This is an optimization exercise on Yosys and OpenROAD, whose aim is a short achievable clock period and few clock cycles, not a production implementation.
In this exercise RTL edits were held to simulation tests only and were not proved equivalent to the original.
No activity file was given, so power comes from the tool's default toggle rates.

Setup of alpha:
==> flow/design.v <==
module processor(clk, rst, imem_addr, imem_data, dmem_addr, dmem_wdata, dmem_we,
                 dmem_rdata, stat);
input  clk, rst;
output [63:0] imem_addr;
input  [79:0] imem_data;
output [63:0] dmem_addr, dmem_wdata;
output dmem_we;
input  [63:0] dmem_rdata;
output [2:0] stat;
localparam [3:0] RNONE = 4'hF;
localparam [3:0] RSP   = 4'h4;
function cond;
  input [3:0] f;
  input z, s, o;
  begin
    case (f)
      4'h0 : cond = 1'b1;
      4'h1 : cond = (s ^ o) | z;
      4'h2 : cond = s ^ o;
      4'h3 : cond = z;
      4'h4 : cond = !z;
      4'h5 : cond = !(s ^ o);
      4'h6 : cond = !((s ^ o) | z);
      default : cond = 1'b0;
    endcase
  end
endfunction
reg [63:0] fpc;
reg [2:0]  stat_r;
reg        zf, sf, of;
reg        wait_ret;       
reg        e_v;            
reg        e_retdone;      
reg [79:0] ir;
reg [63:0] e_ra;           
reg [63:0] m_addr, m_wdata;
reg        m_we, m_ret;
reg [3:0]  m_dst;          
reg [63:0] w_data;
reg [3:0]  w_dst;
wire run = (stat_r == 3'd1);
wire [3:0]  e_icode = ir[7:4];
wire [3:0]  e_ifun  = ir[3:0];
wire [3:0]  e_rA    = ir[15:12];
wire [3:0]  e_rB    = ir[11:8];
wire [63:0] e_valC  = ir[79:16];
wire e_cnd = cond(e_ifun, zf, sf, of);
reg [3:0] srcA, srcB, dstE, dstM;
always @(*) begin
  case (e_icode)
    4'h2, 4'h4, 4'h6, 4'hA : srcA = e_rA;
    4'h9, 4'hB             : srcA = RSP;
    default                : srcA = RNONE;
  endcase
  case (e_icode)
    4'h4, 4'h5, 4'h6       : srcB = e_rB;
    4'h8, 4'h9, 4'hA, 4'hB : srcB = RSP;
    default                : srcB = RNONE;
  endcase
  case (e_icode)
    4'h2                   : dstE = e_cnd ? e_rB : RNONE;
    4'h3, 4'h6             : dstE = e_rB;
    4'h8, 4'h9, 4'hA, 4'hB : dstE = RSP;
    default                : dstE = RNONE;
  endcase
  case (e_icode)
    4'h5, 4'hB : dstM = e_rA;
    default    : dstM = RNONE;
  endcase
end
wire [63:0] rfo [0:15];
assign rfo[15] = 64'd0;
wire stall = e_v && (m_dst != RNONE) && (srcA == m_dst || srcB == m_dst);
wire e_fire = run && e_v && !stall;
wire [3:0] e_wdst = e_fire ? dstE : RNONE;
wire [63:0] valA = (srcA != RNONE && srcA == w_dst) ? w_data : rfo[srcA];
wire [63:0] valB = (srcB != RNONE && srcB == w_dst) ? w_data : rfo[srcB];
reg  [63:0] aluY;
reg         sub;
always @(*) begin
  case (e_icode)
    4'h4, 4'h5 : aluY = e_valC;
    4'h6       : aluY = valA;
    default    : aluY = 64'd8;
  endcase
  sub = (e_icode == 4'h6 && e_ifun[1:0] == 2'd1) || e_icode == 4'h8 || e_icode == 4'hA;
end
wire [63:0] aluYs = sub ? ~aluY : aluY;
wire [63:0] sum   = valB + aluYs + {63'd0, sub};
reg [63:0] valE;
always @(*) begin
  case (e_icode)
    4'h2 : valE = valA;
    4'h3 : valE = e_valC;
    4'h6 : case (e_ifun[1:0])
             2'd2    : valE = valB & valA;
             2'd3    : valE = valB ^ valA;
             default : valE = sum;
           endcase
    default : valE = sum;
  endcase
end
wire zf_n = (valE == 64'd0);
wire sf_n = valE[63];
wire of_n = !e_ifun[1] && (valB[63] == aluYs[63]) && (sum[63] != valB[63]);
wire e_setcc = e_v && e_icode == 4'h6;
wire cz = e_setcc ? zf_n : zf;
wire cs = e_setcc ? sf_n : sf;
wire co = e_setcc ? of_n : of;
wire e_mem = e_v && (e_icode == 4'h4 || e_icode == 4'h5 || e_icode == 4'h8 ||
                     e_icode == 4'h9 || e_icode == 4'hA || e_icode == 4'hB);
wire [63:0] e_maddr  = (e_icode == 4'h9 || e_icode == 4'hB) ? valA : valE;
wire [63:0] e_mwdata = (e_icode == 4'h8) ? e_ra : valA;
wire e_mwe  = (e_icode == 4'h4 || e_icode == 4'h8 || e_icode == 4'hA);
wire e_mret = (e_icode == 4'h9) && !e_retdone;
wire [63:0] rsp_cur = (e_v && dstE == RSP) ? valE :
                      (w_dst == RSP) ? w_data : rfo[RSP];
genvar gi;
generate
  for (gi = 0; gi < 15; gi = gi + 1) begin : RF
    reg [63:0] q;
    always @(posedge clk)
      if (e_wdst == gi)
        q <= valE;
      else if (w_dst == gi)
        q <= w_data;
    assign rfo[gi] = q;
  end
endgenerate
wire [3:0] f_icode = imem_data[7:4];
wire [3:0] f_ifun  = imem_data[3:0];
wire f_regids = (f_icode == 4'h2) || (f_icode == 4'h3) || (f_icode == 4'h4) ||
                (f_icode == 4'h5) || (f_icode == 4'h6) || (f_icode == 4'hA) ||
                (f_icode == 4'hB);
wire f_valc   = (f_icode == 4'h3) || (f_icode == 4'h4) || (f_icode == 4'h5) ||
                (f_icode == 4'h7) || (f_icode == 4'h8);
wire [63:0] pc1  = fpc + 64'd1;
wire [63:0] pc2  = fpc + 64'd2;
wire [63:0] pc9  = fpc + 64'd9;
wire [63:0] pc10 = fpc + 64'd10;
wire [63:0] f_seq = f_valc ? (f_regids ? pc10 : pc9) : (f_regids ? pc2 : pc1);
wire f_taken = (f_icode == 4'h8) || (f_icode == 4'h7 && cond(f_ifun, cz, cs, co));
wire [63:0] f_next = f_taken ? imem_data[71:8] : f_seq;
wire accept = run && !stall && !wait_ret;
wire early_ret = accept && (f_icode == 4'h9) && !e_mem && (m_dst != RSP);
always @(posedge clk) begin
  if (rst) begin
    fpc      <= 64'd0;
    stat_r   <= 3'd1;
    zf       <= 1'b1;
    sf       <= 1'b0;
    of       <= 1'b0;
    wait_ret <= 1'b0;
    e_v      <= 1'b0;
    m_we     <= 1'b0;
    m_ret    <= 1'b0;
    m_dst    <= RNONE;
    w_dst    <= RNONE;
  end else if (run) begin
    if (wait_ret) begin
      if (!stall)
        e_v <= 1'b0;
      if (m_ret) begin
        fpc      <= dmem_rdata;
        wait_ret <= 1'b0;
      end
    end else if (!stall) begin
      ir        <= imem_data;
      e_v       <= 1'b1;
      e_retdone <= early_ret;
      e_ra      <= pc9;
      fpc       <= f_next;
      if (f_icode == 4'h9)
        wait_ret <= 1'b1;
    end
    if (e_fire && e_icode == 4'h6) begin
      zf <= zf_n;
      sf <= sf_n;
      of <= of_n;
    end
    if (e_fire && e_icode == 4'h0)
      stat_r <= 3'd2;
    else if (e_fire && e_icode >= 4'hC)
      stat_r <= 3'd4;
    if (early_ret) begin
      m_addr <= rsp_cur;
      m_we   <= 1'b0;
      m_ret  <= 1'b1;
      m_dst  <= RNONE;
    end else if (e_fire) begin
      m_addr  <= e_maddr;
      m_wdata <= e_mwdata;
      m_we    <= e_mwe;
      m_ret   <= e_mret;
      m_dst   <= dstM;
    end else begin
      m_we  <= 1'b0;
      m_ret <= 1'b0;
      m_dst <= RNONE;
    end
    w_data <= dmem_rdata;
    w_dst  <= (m_dst == e_wdst) ? RNONE : m_dst;
  end else begin
    m_we  <= 1'b0;
    m_ret <= 1'b0;
  end
end
assign imem_addr  = fpc;
assign dmem_addr  = m_addr;
assign dmem_wdata = m_wdata;
assign dmem_we    = m_we;
assign stat       = stat_r;
endmodule
Settings: LEC_CHECK=0, CAP_MARGIN=20, CORE_MARGIN=2, CORE_UTILIZATION=25, PLACE_DENSITY=0.5, SLEW_MARGIN=20; clock period 50.0 ns.
run.sh (not shown) runs the stock make flow with config.mk's settings and CLKGATE_MAP_FILE= SYNTH_SCRIPT=/design/flow/synth_recipe.tcl, a recipe that flattens the netlist after the stock synthesis.
Testbench counts of alpha, summed over its fixed seeds: cycles 16,780.
What delta does differently from alpha at the input level:
==> flow/flow/run.sh (new file) <==
#!/bin/bash
cp standard.sh standard_sh_copy.log
export SETUP_SLACK_MARGIN=${MARGIN:-38}
bash standard.sh > standard_sh.log 2>&1
==> flow/standard.sh (new file) <==
#!/bin/bash
# synth_recipe.tcl (not shown) runs the flow's synth.tcl, then flattens the netlist and writes it again
# the make line also repeats each setting of config.mk as NAME=value (left out here)
make -C /OpenROAD-flow-scripts/flow DESIGN_CONFIG=/design/flow/config.mk WORK_HOME=/design/flow/orfs CLKGATE_MAP_FILE= SYNTH_SCRIPT=/design/flow/synth_recipe.tcl "${@:-finish}"
removed: flow/run.sh
### Flow results
delta completed end to end with timing, DRC and antenna clean.
Comparing delta against alpha, there is no change at all in multiplexer share of the synthesized area.
Going from alpha to delta, first-iteration DRC count decreased by 830 relative to the old numbers, final weighted congestion in routability-driven placement saw a decrease, worst setup slack +1920 ps, clock-cell share of area shows a reduction of 0.32 points.
Compared to alpha, delta has number of diodes about 130% higher.
[delta vs alpha] cell count: higher in delta
alpha → delta: switching power climbed 9.8 µW, clock tree buffer count of the final layout dropped 1.4%.

-- static timing again, ports no longer ideal --
How much do the figures lean on ideal ports? The routed layouts below were timed once more, with nothing changed but the port constraints.
Step 1, drivers: a clkbuf_16 drives clk and a buf_2 each remaining input, both assumed.
Step 2, shift: input delay + t, output delay - t, t = (earliest + latest rising clock arrival at the registers) / 2. This alone moves slack from input paths to output paths.
Three values: ideal, step 1, step 2; two values: the first two.
| run | shift t [ns] | slack for setup (ns) | latest minus earliest clock arrival (ns) | slew at the worst register clock pin (ns) |
|---|---|---|---|---|
| alpha | 0.955 | 35.946 / 35.946 / 35.742 | 0.073 / 0.072 | 0.07 / 0.07 |
| delta | 0.958 | 37.866 / 37.866 / 37.251 | 0.082 / 0.082 | 0.08 / 0.08 |
After both steps every run listed still meets setup and hold. The setup slack of delta, which loses most, moves by 0.000 ns with the drivers and by -0.615 ns with both steps.
